Context: an optimization exercise on an open-source flow, tuned for small area and a short achievable clock period. The choices shown serve that exercise and are no tape-out recipe.
At most, simulation tests tie the RTL to the original design; equivalence was not proved.
Power figures rest on the tool's default switching activity, not on a simulated workload.

==> flow/design.v (excerpt) <==
module CORE #(
    parameter DATA_WIDTH = 8
)
(
    input wire i_CLK,
    input wire i_RSTn,
    input wire [31:0] i_instr,
    input wire i_valid,
    input wire i_ready1,
    output reg o_ready,
    output wire [DATA_WIDTH-1:0] o_data1,
    output wire o_valid1
);
==> module OR16, before the edit <==
module OR16 (
    input  wire [15:0] x,
    output wire        y
);
    assign y = |x;
endmodule
==> module ALU_PRE, before the edit <==
module ALU_PRE (
    input  wire [1:0] i_op,
    input  wire [7:0] i_a,
    input  wire [7:0] i_b,
    output wire [7:0] o_x,
    output wire [7:0] o_y
);
    wire sub   = (i_op == 2'b01);
    wire andop = (i_op == 2'b10);
    wire cntop = (i_op == 2'b11);
    wire asop  = !i_op[1];
    wire [7:0] bb, p, c;
    wire [3:0] ca, cb;
    genvar i;
    generate
        for (i = 0; i < 8; i = i + 1) begin : g_bit
            XOR2 u_bb (.a(i_b[i]), .b(sub), .y(bb[i]));
            XOR2 u_p  (.a(i_a[i]), .b(bb[i]), .y(p[i]));
        end
    endgenerate
    wire [7:0] g = i_a & bb;
    wire [7:0] t = i_a | bb;
    CARRY8 u_carry (.g(g), .t(t), .cin(sub), .o_c(c));
    PC8 u_ca (.x(i_a), .c(ca));
    PC8 u_cb (.x(i_b), .c(cb));
    assign o_x = ({8{cntop}} & {4'd0, ca}) | ({8{andop}} & g) | ({8{asop}} & p);
    assign o_y = ({8{cntop}} & {4'd0, cb}) | ({8{asop}} & c);
endmodule
==> module RDBIT, before the edit <==
module RDBIT (
    input  wire [31:1] nsel,
    input  wire [31:1] nd,
    output wire        y
);
    wire [15:0] t;
    genvar k;
    generate
        for (k = 0; k < 15; k = k + 1) begin : g_pair
            O22AI u_p (.a1(nsel[2*k+1]), .a2(nd[2*k+1]),
                       .b1(nsel[2*k+2]), .b2(nd[2*k+2]), .y(t[k]));
        end
    endgenerate
    NOR2 u_last (.a(nsel[31]), .b(nd[31]), .y(t[15]));
    OR16 u_or (.x(t), .y(y));
endmodule
==> module CORE, before the edit <==
module CORE #(
    parameter DATA_WIDTH = 8
)
(
    input wire i_CLK,
    input wire i_RSTn,
    input wire [31:0] i_instr,
    input wire i_valid,
    input wire i_ready1,
    output reg o_ready,
    output wire [DATA_WIDTH-1:0] o_data1,
    output wire o_valid1
);
    wire [1:0] op  = i_instr[31:30];
    wire [4:0] rd  = i_instr[29:25];
    wire [4:0] rs0 = i_instr[24:20];
    wire [4:0] rs1 = i_instr[19:15];
    reg       alu_valid;         
    reg [4:0] pend_dest;         
    reg [1:0] alu_oper;
    reg [4:0] wb_dest;
    reg       last_alu_valid;
    reg       st_show;           
    reg       st_hold;           
    wire hazard = alu_valid && (pend_dest != 5'd0) &&
                  ((rs0 == pend_dest) || (rs1 == pend_dest));
    wire alu_ready = !st_hold;
    wire load = !st_show || (!st_hold && i_ready1);
    wire wen  = st_show && i_ready1;
    assign o_valid1 = st_show;
    always @(posedge i_CLK) begin
        pend_dest <= rd;
        alu_oper  <= op;
    end
    always @(posedge i_CLK)
        if (alu_valid && alu_ready)
            wb_dest <= pend_dest;
    always @(posedge i_CLK or negedge i_RSTn)
        if (!i_RSTn) begin
            o_ready        <= 1'b0;
            alu_valid      <= 1'b0;
            last_alu_valid <= 1'b0;
            st_show        <= 1'b0;
            st_hold        <= 1'b0;
        end else begin
            o_ready        <= !hazard;
            alu_valid      <= i_valid && !hazard && alu_ready;
            last_alu_valid <= alu_valid;
            if (!st_show) begin
                st_show <= alu_valid;
            end else if (!st_hold) begin
                if (!i_ready1)
                    st_hold <= 1'b1;
                else if (!alu_valid)
                    st_show <= 1'b0;
            end else if (i_ready1) begin
                st_hold <= 1'b0;
                st_show <= last_alu_valid;
            end
        end
    reg  [247:0] rfn;            
    wire [7:0]   rd0, rd1;
    wire         rst = !i_RSTn;
    genvar k;
    generate
        for (k = 1; k < 32; k = k + 1) begin : g_row
            localparam [7:0] INIT = (k == 1) ? 8'd10 : (k == 2) ? 8'd5 : 8'd0;
            wire we = rst || (wen && wb_dest == k);
            always @(posedge i_CLK)
                if (we)
                    rfn[8*(k-1) +: 8] <= rst ? ~INIT : ~o_data1;
        end
    endgenerate
    RDPORT u_rd0 (.i_addr(rs0), .i_nd(rfn), .o_data(rd0));
    RDPORT u_rd1 (.i_addr(rs1), .i_nd(rfn), .o_data(rd1));
    wire [7:0] pre_x, pre_y;
    ALU_PRE u_pre (.i_op(alu_oper), .i_a(rd0), .i_b(rd1), .o_x(pre_x), .o_y(pre_y));
    reg       res_cnt;
    reg [7:0] res_x, res_y;
    always @(posedge i_CLK)
        if (load) begin
            res_cnt <= (alu_oper == 2'b11);
            res_x   <= pre_x;
            res_y   <= pre_y;
        end
    ALU_POST u_post (.i_cnt(res_cnt), .i_x(res_x), .i_y(res_y), .o_r(o_data1));
endmodule
export LEC_CHECK = 0
export CAP_MARGIN = 20
export CORE_MARGIN = 2
export CORE_UTILIZATION = 40
export CTS_BUF_LIST = sky130_fd_sc_hd__clkbuf_16
export CTS_CLUSTER_DIAMETER = 100
export CTS_CLUSTER_SIZE = 24
export SETUP_SLACK_MARGIN = 3.8
export SLEW_MARGIN = 20
export SYNTH_HIERARCHICAL = 1
export TNS_END_PERCENT = 5
create_clock -name core_clock -period 7.5 [get_ports {i_CLK}]
run.sh (not shown) runs the stock make flow with config.mk's settings and CLKGATE_MAP_FILE= SYNTH_SCRIPT=/design/flow/synth_recipe.tcl, a recipe that flattens the netlist after the stock synthesis.
Edit:
--- a/flow/design.v
+++ b/flow/design.v
@@ -11,9 +11,25 @@
     assign y = ~(a | b);
 endmodule
-module OR16 (
+module NAND4 (
+    input  wire a, b, c, d,
+    output wire y
+);
+    assign y = ~(a & b & c & d);
+endmodule
+module NOR16 (
     input  wire [15:0] x,
     output wire        y
 );
-    assign y = |x;
+    wire [7:0] n;
+    wire [1:0] m;
+    genvar i;
+    generate
+        for (i = 0; i < 8; i = i + 1) begin : g_n
+            NOR2 u_n (.a(x[2*i]), .b(x[2*i+1]), .y(n[i]));
+        end
+    endgenerate
+    NAND4 u_m0 (.a(n[0]), .b(n[1]), .c(n[2]), .d(n[3]), .y(m[0]));
+    NAND4 u_m1 (.a(n[4]), .b(n[5]), .c(n[6]), .d(n[7]), .y(m[1]));
+    NOR2  u_y  (.a(m[0]), .b(m[1]), .y(y));
 endmodule
 module DEC5N (
@@ -102,4 +118,7 @@
     input  wire [7:0] i_a,
     input  wire [7:0] i_b,
+    input  wire       i_load,       
+    input  wire [7:0] i_xq,
+    input  wire [7:0] i_yq,
     output wire [7:0] o_x,
     output wire [7:0] o_y
@@ -123,6 +142,10 @@
     PC8 u_ca (.x(i_a), .c(ca));
     PC8 u_cb (.x(i_b), .c(cb));
-    assign o_x = ({8{cntop}} & {4'd0, ca}) | ({8{andop}} & g) | ({8{asop}} & p);
-    assign o_y = ({8{cntop}} & {4'd0, cb}) | ({8{asop}} & c);
+    wire [7:0] hold = {8{!i_load}};
+    wire [7:0] ld   = {8{i_load}};
+    assign o_x = (hold & i_xq) |
+                 (ld & (({8{cntop}} & {4'd0, ca}) | ({8{andop}} & g) | ({8{asop}} & p)));
+    assign o_y = (hold & i_yq) |
+                 (ld & (({8{cntop}} & {4'd0, cb}) | ({8{asop}} & c)));
 endmodule
 module ALU_POST (
@@ -166,5 +189,7 @@
     endgenerate
     NOR2 u_last (.a(nsel[31]), .b(nd[31]), .y(t[15]));
-    OR16 u_or (.x(t), .y(y));
+    wire yn;
+    NOR16 u_or (.x(t), .y(yn));
+    assign y = ~yn;
 endmodule
 module RDPORT (
@@ -261,14 +286,15 @@
     RDPORT u_rd0 (.i_addr(rs0), .i_nd(rfn), .o_data(rd0));
     RDPORT u_rd1 (.i_addr(rs1), .i_nd(rfn), .o_data(rd1));
+    reg        res_cnt;
+    reg  [7:0] res_x, res_y;
     wire [7:0] pre_x, pre_y;
-    ALU_PRE u_pre (.i_op(alu_oper), .i_a(rd0), .i_b(rd1), .o_x(pre_x), .o_y(pre_y));
-    reg       res_cnt;
-    reg [7:0] res_x, res_y;
-    always @(posedge i_CLK)
-        if (load) begin
+    ALU_PRE u_pre (.i_op(alu_oper), .i_a(rd0), .i_b(rd1), .i_load(load),
+                   .i_xq(res_x), .i_yq(res_y), .o_x(pre_x), .o_y(pre_y));
+    always @(posedge i_CLK) begin
+        res_x <= pre_x;
+        res_y <= pre_y;
+        if (load)
             res_cnt <= (alu_oper == 2'b11);
-            res_x   <= pre_x;
-            res_y   <= pre_y;
-        end
+    end
     ALU_POST u_post (.i_cnt(res_cnt), .i_x(res_x), .i_y(res_y), .o_r(o_data1));
 endmodule
The changed run completed with no timing, DRC or antenna violations.
Routed wire length grows by 4.2%.
Clock-buffer cell count stays the same.
Area after synthesis is higher by 2.5%.
Worst setup slack is better by 0.047 ns.
Global-route usage goes up by 0.25 points.
Utilization is lower by 2.2 points.
Maximum frequency increases by 1.2%.
Power came out higher by 1.7%.
Clock power rises by about 0.6%.
Non-clock buffer count went down by 15.
Die area increases by 2.5%.
Register-to-register slack got worse by 0.04 ns.
Via count rose by 5.5%.
Critical path depth rose by 1.
Function not checked in the first run of this note: the RTL went through the layout flow alone.

---

Setup of main:
The RTL this note starts from:
==> flow/design.v <==
module O22AI (
    input  wire a1, a2, b1, b2,
    output wire y
);
    assign y = ~((a1 | a2) & (b1 | b2));
endmodule
module NOR2 (
    input  wire a, b,
    output wire y
);
    assign y = ~(a | b);
endmodule
module NAND4 (
    input  wire a, b, c, d,
    output wire y
);
    assign y = ~(a & b & c & d);
endmodule
module NOR16 (
    input  wire [15:0] x,
    output wire        y
);
    wire [7:0] n;
    wire [1:0] m;
    genvar i;
    generate
        for (i = 0; i < 8; i = i + 1) begin : g_n
            NOR2 u_n (.a(x[2*i]), .b(x[2*i+1]), .y(n[i]));
        end
    endgenerate
    NAND4 u_m0 (.a(n[0]), .b(n[1]), .c(n[2]), .d(n[3]), .y(m[0]));
    NAND4 u_m1 (.a(n[4]), .b(n[5]), .c(n[6]), .d(n[7]), .y(m[1]));
    NOR2  u_y  (.a(m[0]), .b(m[1]), .y(y));
endmodule
module DEC5N (
    input  wire [4:0]  a,
    output wire [31:1] n
);
    genvar k;
    generate
        for (k = 1; k < 32; k = k + 1) begin : g_dec
            assign n[k] = (a != k);
        end
    endgenerate
endmodule
module XOR2 (
    input  wire a, b,
    output wire y
);
    assign y = a ^ b;
endmodule
module PC4 (
    input  wire [3:0] x,
    output wire [2:0] c
);
    wire h0, k0, h1, k1, hk;
    XOR2 u_h (.a(x[0]), .b(x[1]), .y(h0));
    XOR2 u_k (.a(x[2]), .b(x[3]), .y(k0));
    assign h1 = x[0] & x[1];
    assign k1 = x[2] & x[3];
    XOR2 u_c0 (.a(h0), .b(k0), .y(c[0]));
    XOR2 u_hk (.a(h1), .b(k1), .y(hk));
    assign c[1] = hk | (h0 & k0);
    assign c[2] = h1 & k1;
endmodule
module PC8 (
    input  wire [7:0] x,
    output wire [3:0] c
);
    wire [2:0] u, v;
    PC4 u_lo (.x(x[3:0]), .c(u));
    PC4 u_hi (.x(x[7:4]), .c(v));
    wire c1 = u[0] & v[0];
    wire uv1;
    XOR2 u_0 (.a(u[0]), .b(v[0]), .y(c[0]));
    XOR2 u_1 (.a(u[1]), .b(v[1]), .y(uv1));
    XOR2 u_2 (.a(uv1), .b(c1), .y(c[1]));
    wire c2 = (u[1] & v[1]) | ((u[1] | v[1]) & c1);
    assign c[2] = (u[2] ^ v[2]) | c2;
    assign c[3] = u[2] & v[2];
endmodule
module CARRY8 (
    input  wire [7:0] g,
    input  wire [7:0] t,
    input  wire       cin,
    output wire [7:0] o_c
);
    wire [7:0] g0 = {g[7:1], g[0] | (t[0] & cin)};
    wire [7:0] g1, p1, g2, p2, g3;
    genvar i;
    generate
        for (i = 0; i < 8; i = i + 1) begin : g_ks
            if (i >= 1) begin : l1
                assign g1[i] = g0[i] | (t[i] & g0[i-1]);
                assign p1[i] = t[i] & t[i-1];
            end else begin : l1n
                assign g1[i] = g0[i];
                assign p1[i] = t[i];
            end
            if (i >= 2) begin : l2
                assign g2[i] = g1[i] | (p1[i] & g1[i-2]);
                assign p2[i] = p1[i] & p1[i-2];
            end else begin : l2n
                assign g2[i] = g1[i];
                assign p2[i] = p1[i];
            end
            if (i >= 4) begin : l3
                assign g3[i] = g2[i] | (p2[i] & g2[i-4]);
            end else begin : l3n
                assign g3[i] = g2[i];
            end
        end
    endgenerate
    assign o_c = {g3[6:0], cin};
endmodule
module ALU_PRE (
    input  wire [1:0] i_op,
    input  wire [7:0] i_a,
    input  wire [7:0] i_b,
    input  wire       i_load,       
    input  wire [7:0] i_xq,
    input  wire [7:0] i_yq,
    output wire [7:0] o_x,
    output wire [7:0] o_y
);
    wire addop = (i_op == 2'b00);
    wire sub   = (i_op == 2'b01);
    wire andop = (i_op == 2'b10);
    wire cntop = (i_op == 2'b11);
    wire [7:0] h;
    genvar i;
    generate
        for (i = 0; i < 8; i = i + 1) begin : g_bit
            XOR2 u_h (.a(i_a[i]), .b(i_b[i]), .y(h[i]));
        end
    endgenerate
    wire [7:0] g = i_a & i_b;
    wire [7:0] ca, cs;
    CARRY8 u_cadd (.g(g), .t(i_a | i_b), .cin(1'b0), .o_c(ca));
    CARRY8 u_csub (.g(i_a & ~i_b), .t(i_a | ~i_b), .cin(1'b1), .o_c(cs));
    wire [3:0] na, nb;
    PC8 u_ca (.x(i_a), .c(na));
    PC8 u_cb (.x(i_b), .c(nb));
    wire [7:0] hold = {8{!i_load}};
    wire [7:0] ld   = {8{i_load}};
    assign o_x = (hold & i_xq) |
                 (ld & (({8{cntop}} & {4'd0, na}) | ({8{andop}} & g) |
                        ({8{addop}} & h) | ({8{sub}} & ~h)));
    assign o_y = (hold & i_yq) |
                 (ld & (({8{cntop}} & {4'd0, nb}) | ({8{addop}} & ca) |
                        ({8{sub}} & cs)));
endmodule
module ALU_POST (
    input  wire       i_cnt,
    input  wire [7:0] i_x,
    input  wire [7:0] i_y,
    output wire [7:0] o_r
);
    wire [3:0] gg = i_x[3:0] & i_y[3:0];
    wire [3:0] tt = i_x[3:0] | i_y[3:0];
    wire [4:1] c;
    assign c[1] = i_cnt & gg[0];
    assign c[2] = i_cnt & (gg[1] | (tt[1] & gg[0]));
    assign c[3] = i_cnt & (gg[2] | (tt[2] & gg[1]) | (tt[2] & tt[1] & gg[0]));
    assign c[4] = i_cnt & gg[3];
    wire [7:0] pp;
    wire [4:1] s;
    genvar i;
    generate
        for (i = 0; i < 8; i = i + 1) begin : g_pp
            XOR2 u_pp (.a(i_x[i]), .b(i_y[i]), .y(pp[i]));
        end
        for (i = 1; i < 5; i = i + 1) begin : g_s
            XOR2 u_s (.a(pp[i]), .b(c[i]), .y(s[i]));
        end
    endgenerate
    assign o_r = {pp[7:5], s[4:1], pp[0]};
endmodule
module RDBIT (
    input  wire [31:1] nsel,
    input  wire [31:1] nd,
    output wire        y
);
    wire [15:0] t;
    genvar k;
    generate
        for (k = 0; k < 15; k = k + 1) begin : g_pair
            O22AI u_p (.a1(nsel[2*k+1]), .a2(nd[2*k+1]),
                       .b1(nsel[2*k+2]), .b2(nd[2*k+2]), .y(t[k]));
        end
    endgenerate
    NOR2 u_last (.a(nsel[31]), .b(nd[31]), .y(t[15]));
    wire yn;
    NOR16 u_or (.x(t), .y(yn));
    assign y = ~yn;
endmodule
module RDPORT (
    input  wire [4:0]   i_addr,
    input  wire [247:0] i_nd,       
    output wire [7:0]   o_data
);
    wire [31:1] nsel;
    DEC5N u_dec (.a(i_addr), .n(nsel));
    genvar b, k;
    generate
        for (b = 0; b < 8; b = b + 1) begin : g_bit
            wire [31:1] col;
            for (k = 1; k < 32; k = k + 1) begin : g_col
                assign col[k] = i_nd[8*(k-1)+b];
            end
            RDBIT u_bit (.nsel(nsel), .nd(col), .y(o_data[b]));
        end
    endgenerate
endmodule
module CORE #(
    parameter DATA_WIDTH = 8
)
(
    input wire i_CLK,
    input wire i_RSTn,
    input wire [31:0] i_instr,
    input wire i_valid,
    input wire i_ready1,
    output reg o_ready,
    output wire [DATA_WIDTH-1:0] o_data1,
    output wire o_valid1
);
    wire [1:0] op  = i_instr[31:30];
    wire [4:0] rd  = i_instr[29:25];
    wire [4:0] rs0 = i_instr[24:20];
    wire [4:0] rs1 = i_instr[19:15];
    reg       alu_valid;         
    reg [4:0] pend_dest;         
    reg [1:0] alu_oper;
    reg [4:0] wb_dest;
    reg       last_alu_valid;
    reg       st_show;           
    reg       st_hold;           
    wire hazard = alu_valid && (pend_dest != 5'd0) &&
                  ((rs0 == pend_dest) || (rs1 == pend_dest));
    wire alu_ready = !st_hold;
    wire load = !st_show || (!st_hold && i_ready1);
    wire wen  = st_show && i_ready1;
    assign o_valid1 = st_show;
    always @(posedge i_CLK) begin
        pend_dest <= rd;
        alu_oper  <= op;
    end
    always @(posedge i_CLK)
        if (alu_valid && alu_ready)
            wb_dest <= pend_dest;
    always @(posedge i_CLK or negedge i_RSTn)
        if (!i_RSTn) begin
            o_ready        <= 1'b0;
            alu_valid      <= 1'b0;
            last_alu_valid <= 1'b0;
            st_show        <= 1'b0;
            st_hold        <= 1'b0;
        end else begin
            o_ready        <= !hazard;
            alu_valid      <= i_valid && !hazard && alu_ready;
            last_alu_valid <= alu_valid;
            if (!st_show) begin
                st_show <= alu_valid;
            end else if (!st_hold) begin
                if (!i_ready1)
                    st_hold <= 1'b1;
                else if (!alu_valid)
                    st_show <= 1'b0;
            end else if (i_ready1) begin
                st_hold <= 1'b0;
                st_show <= last_alu_valid;
            end
        end
    reg  [247:0] rfn;            
    wire [7:0]   rd0, rd1;
    wire         rst = !i_RSTn;
    genvar k;
    generate
        for (k = 1; k < 32; k = k + 1) begin : g_row
            localparam [7:0] INIT = (k == 1) ? 8'd10 : (k == 2) ? 8'd5 : 8'd0;
            wire we = rst || (wen && wb_dest == k);
            always @(posedge i_CLK)
                if (we)
                    rfn[8*(k-1) +: 8] <= rst ? ~INIT : ~o_data1;
        end
    endgenerate
    RDPORT u_rd0 (.i_addr(rs0), .i_nd(rfn), .o_data(rd0));
    RDPORT u_rd1 (.i_addr(rs1), .i_nd(rfn), .o_data(rd1));
    reg        res_cnt;
    reg  [7:0] res_x, res_y;
    wire [7:0] pre_x, pre_y;
    ALU_PRE u_pre (.i_op(alu_oper), .i_a(rd0), .i_b(rd1), .i_load(load),
                   .i_xq(res_x), .i_yq(res_y), .o_x(pre_x), .o_y(pre_y));
    always @(posedge i_CLK) begin
        res_x <= pre_x;
        res_y <= pre_y;
        if (load)
            res_cnt <= (alu_oper == 2'b11);
    end
    ALU_POST u_post (.i_cnt(res_cnt), .i_x(res_x), .i_y(res_y), .o_r(o_data1));
endmodule
Settings: LEC_CHECK=0, CAP_MARGIN=20, CORE_MARGIN=2, CORE_UTILIZATION=40, CTS_BUF_LIST=sky130_fd_sc_hd__clkbuf_16, CTS_CLUSTER_DIAMETER=100, CTS_CLUSTER_SIZE=24, SETUP_SLACK_MARGIN=3.8, SLEW_MARGIN=20, SYNTH_HIERARCHICAL=1, TNS_END_PERCENT=5; clock period 7.5 ns.
main went all the way through the flow, and no timing, DRC or antenna check failed.
Relative to main, the following input files were edited for the feature branch:
-- flow/design.v --
<<< main, line 118
    input  wire [7:0] i_a,
    input  wire [7:0] i_b,
    input  wire       i_load,       
    input  wire [7:0] i_xq,
    input  wire [7:0] i_yq,
    output wire [7:0] o_x,
    output wire [7:0] o_y
);
    wire addop = (i_op == 2'b00);
    wire sub   = (i_op == 2'b01);
    wire andop = (i_op == 2'b10);
    wire cntop = (i_op == 2'b11);
    wire [7:0] h;
    genvar i;
    generate
        for (i = 0; i < 8; i = i + 1) begin : g_bit
            XOR2 u_h (.a(i_a[i]), .b(i_b[i]), .y(h[i]));
        end
    endgenerate
    wire [7:0] g = i_a & i_b;
    wire [7:0] ca, cs;
    CARRY8 u_cadd (.g(g), .t(i_a | i_b), .cin(1'b0), .o_c(ca));
    CARRY8 u_csub (.g(i_a & ~i_b), .t(i_a | ~i_b), .cin(1'b1), .o_c(cs));
    wire [3:0] na, nb;
    PC8 u_ca (.x(i_a), .c(na));
    PC8 u_cb (.x(i_b), .c(nb));
    wire [7:0] hold = {8{!i_load}};
    wire [7:0] ld   = {8{i_load}};
    assign o_x = (hold & i_xq) |
                 (ld & (({8{cntop}} & {4'd0, na}) | ({8{andop}} & g) |
                        ({8{addop}} & h) | ({8{sub}} & ~h)));
    assign o_y = (hold & i_yq) |
                 (ld & (({8{cntop}} & {4'd0, nb}) | ({8{addop}} & ca) |
                        ({8{sub}} & cs)));
endmodule
module ALU_POST (
>>> the feature branch, line 118
    input  wire [7:0] i_a,
    input  wire [7:0] i_b,
    output wire [7:0] o_x,
    output wire [7:0] o_y
);
    wire sub   = (i_op == 2'b01);
    wire andop = (i_op == 2'b10);
    wire cntop = (i_op == 2'b11);
    wire asop  = !i_op[1];
    wire [7:0] bb, p, c;
    wire [3:0] ca, cb;
    genvar i;
    generate
        for (i = 0; i < 8; i = i + 1) begin : g_bit
            XOR2 u_bb (.a(i_b[i]), .b(sub), .y(bb[i]));
            XOR2 u_p  (.a(i_a[i]), .b(bb[i]), .y(p[i]));
        end
    endgenerate
    wire [7:0] g = i_a & bb;
    wire [7:0] t = i_a | bb;
    CARRY8 u_carry (.g(g), .t(t), .cin(sub), .o_c(c));
    PC8 u_ca (.x(i_a), .c(ca));
    PC8 u_cb (.x(i_b), .c(cb));
    assign o_x = ({8{cntop}} & {4'd0, ca}) | ({8{andop}} & g) | ({8{asop}} & p);
    assign o_y = ({8{cntop}} & {4'd0, cb}) | ({8{asop}} & c);
endmodule
module ALU_POST (
<<< main, line 288
    RDPORT u_rd0 (.i_addr(rs0), .i_nd(rfn), .o_data(rd0));
    RDPORT u_rd1 (.i_addr(rs1), .i_nd(rfn), .o_data(rd1));
    reg        res_cnt;
    reg  [7:0] res_x, res_y;
    wire [7:0] pre_x, pre_y;
    ALU_PRE u_pre (.i_op(alu_oper), .i_a(rd0), .i_b(rd1), .i_load(load),
                   .i_xq(res_x), .i_yq(res_y), .o_x(pre_x), .o_y(pre_y));
    always @(posedge i_CLK) begin
        res_x <= pre_x;
        res_y <= pre_y;
        if (load)
            res_cnt <= (alu_oper == 2'b11);
    end
    ALU_POST u_post (.i_cnt(res_cnt), .i_x(res_x), .i_y(res_y), .o_r(o_data1));
endmodule
>>> the feature branch, line 279
    RDPORT u_rd0 (.i_addr(rs0), .i_nd(rfn), .o_data(rd0));
    RDPORT u_rd1 (.i_addr(rs1), .i_nd(rfn), .o_data(rd1));
    wire [7:0] pre_x, pre_y;
    ALU_PRE u_pre (.i_op(alu_oper), .i_a(rd0), .i_b(rd1), .o_x(pre_x), .o_y(pre_y));
    reg       res_cnt;
    reg [7:0] res_x, res_y;
    always @(posedge i_CLK)
        if (load) begin
            res_cnt <= (alu_oper == 2'b11);
            res_x   <= pre_x;
            res_y   <= pre_y;
        end
    ALU_POST u_post (.i_cnt(res_cnt), .i_x(res_x), .i_y(res_y), .o_r(o_data1));
endmodule
Findings:
- The feature branch completed every stage of the flow, and the final layout passed the timing, DRC and antenna checks.
- The combinational cell fraction of total power of the feature branch falls short of that of main by 1.8 points.
- Looking at delay of the slowest critical-path stage, the feature branch sits 0.08 ns below main.
- The feature branch vs main: sequential share of layout area up in the feature branch
- Compared with main, the feature branch shows a total wirelength of the detailed-routed design that is 3.5% lower.
- The feature branch vs main on number of cells on the critical path: the feature branch is the higher one.
No functional check of the RTL was part of any run of this note.

afterwards: timing with drivers on the ports:
In the flow no input, the clock included, has a driving cell. The finished layouts below were timed again as built, in two steps. Step 1 assumes that a clkbuf_16 drives the clock port and a buf_2 every other input. Step 2 adds t to the input delays and takes it off the output delays; t is the mean of the earliest and latest rising clock arrival at the registers after step 1. Input paths then give back, and output paths get back, about the clock's delay inside the block. a / b / c = ideal ports / drivers / drivers and shift; a / b = the first two.
run	shift t [ns]	setup WS [ns]	worst setup path at the end	clock arrival spread, ns
the first run of note 1	0.559	3.592 / 3.576 / 3.017	input to register	0.030 / 0.030
the second run of note 1	0.554	3.638 / 3.565 / 3.011	input to register	0.036 / 0.036
main	0.563	3.656 / 3.587 / 3.024	input to register	0.025 / 0.024
the feature branch	0.548	3.545 / 3.505 / 2.957	input to register	0.024 / 0.024
After both steps setup and hold are still met in every run listed. For main, which loses most, drivers alone change the setup slack by -0.069 ns; drivers and shift together by -0.632 ns.
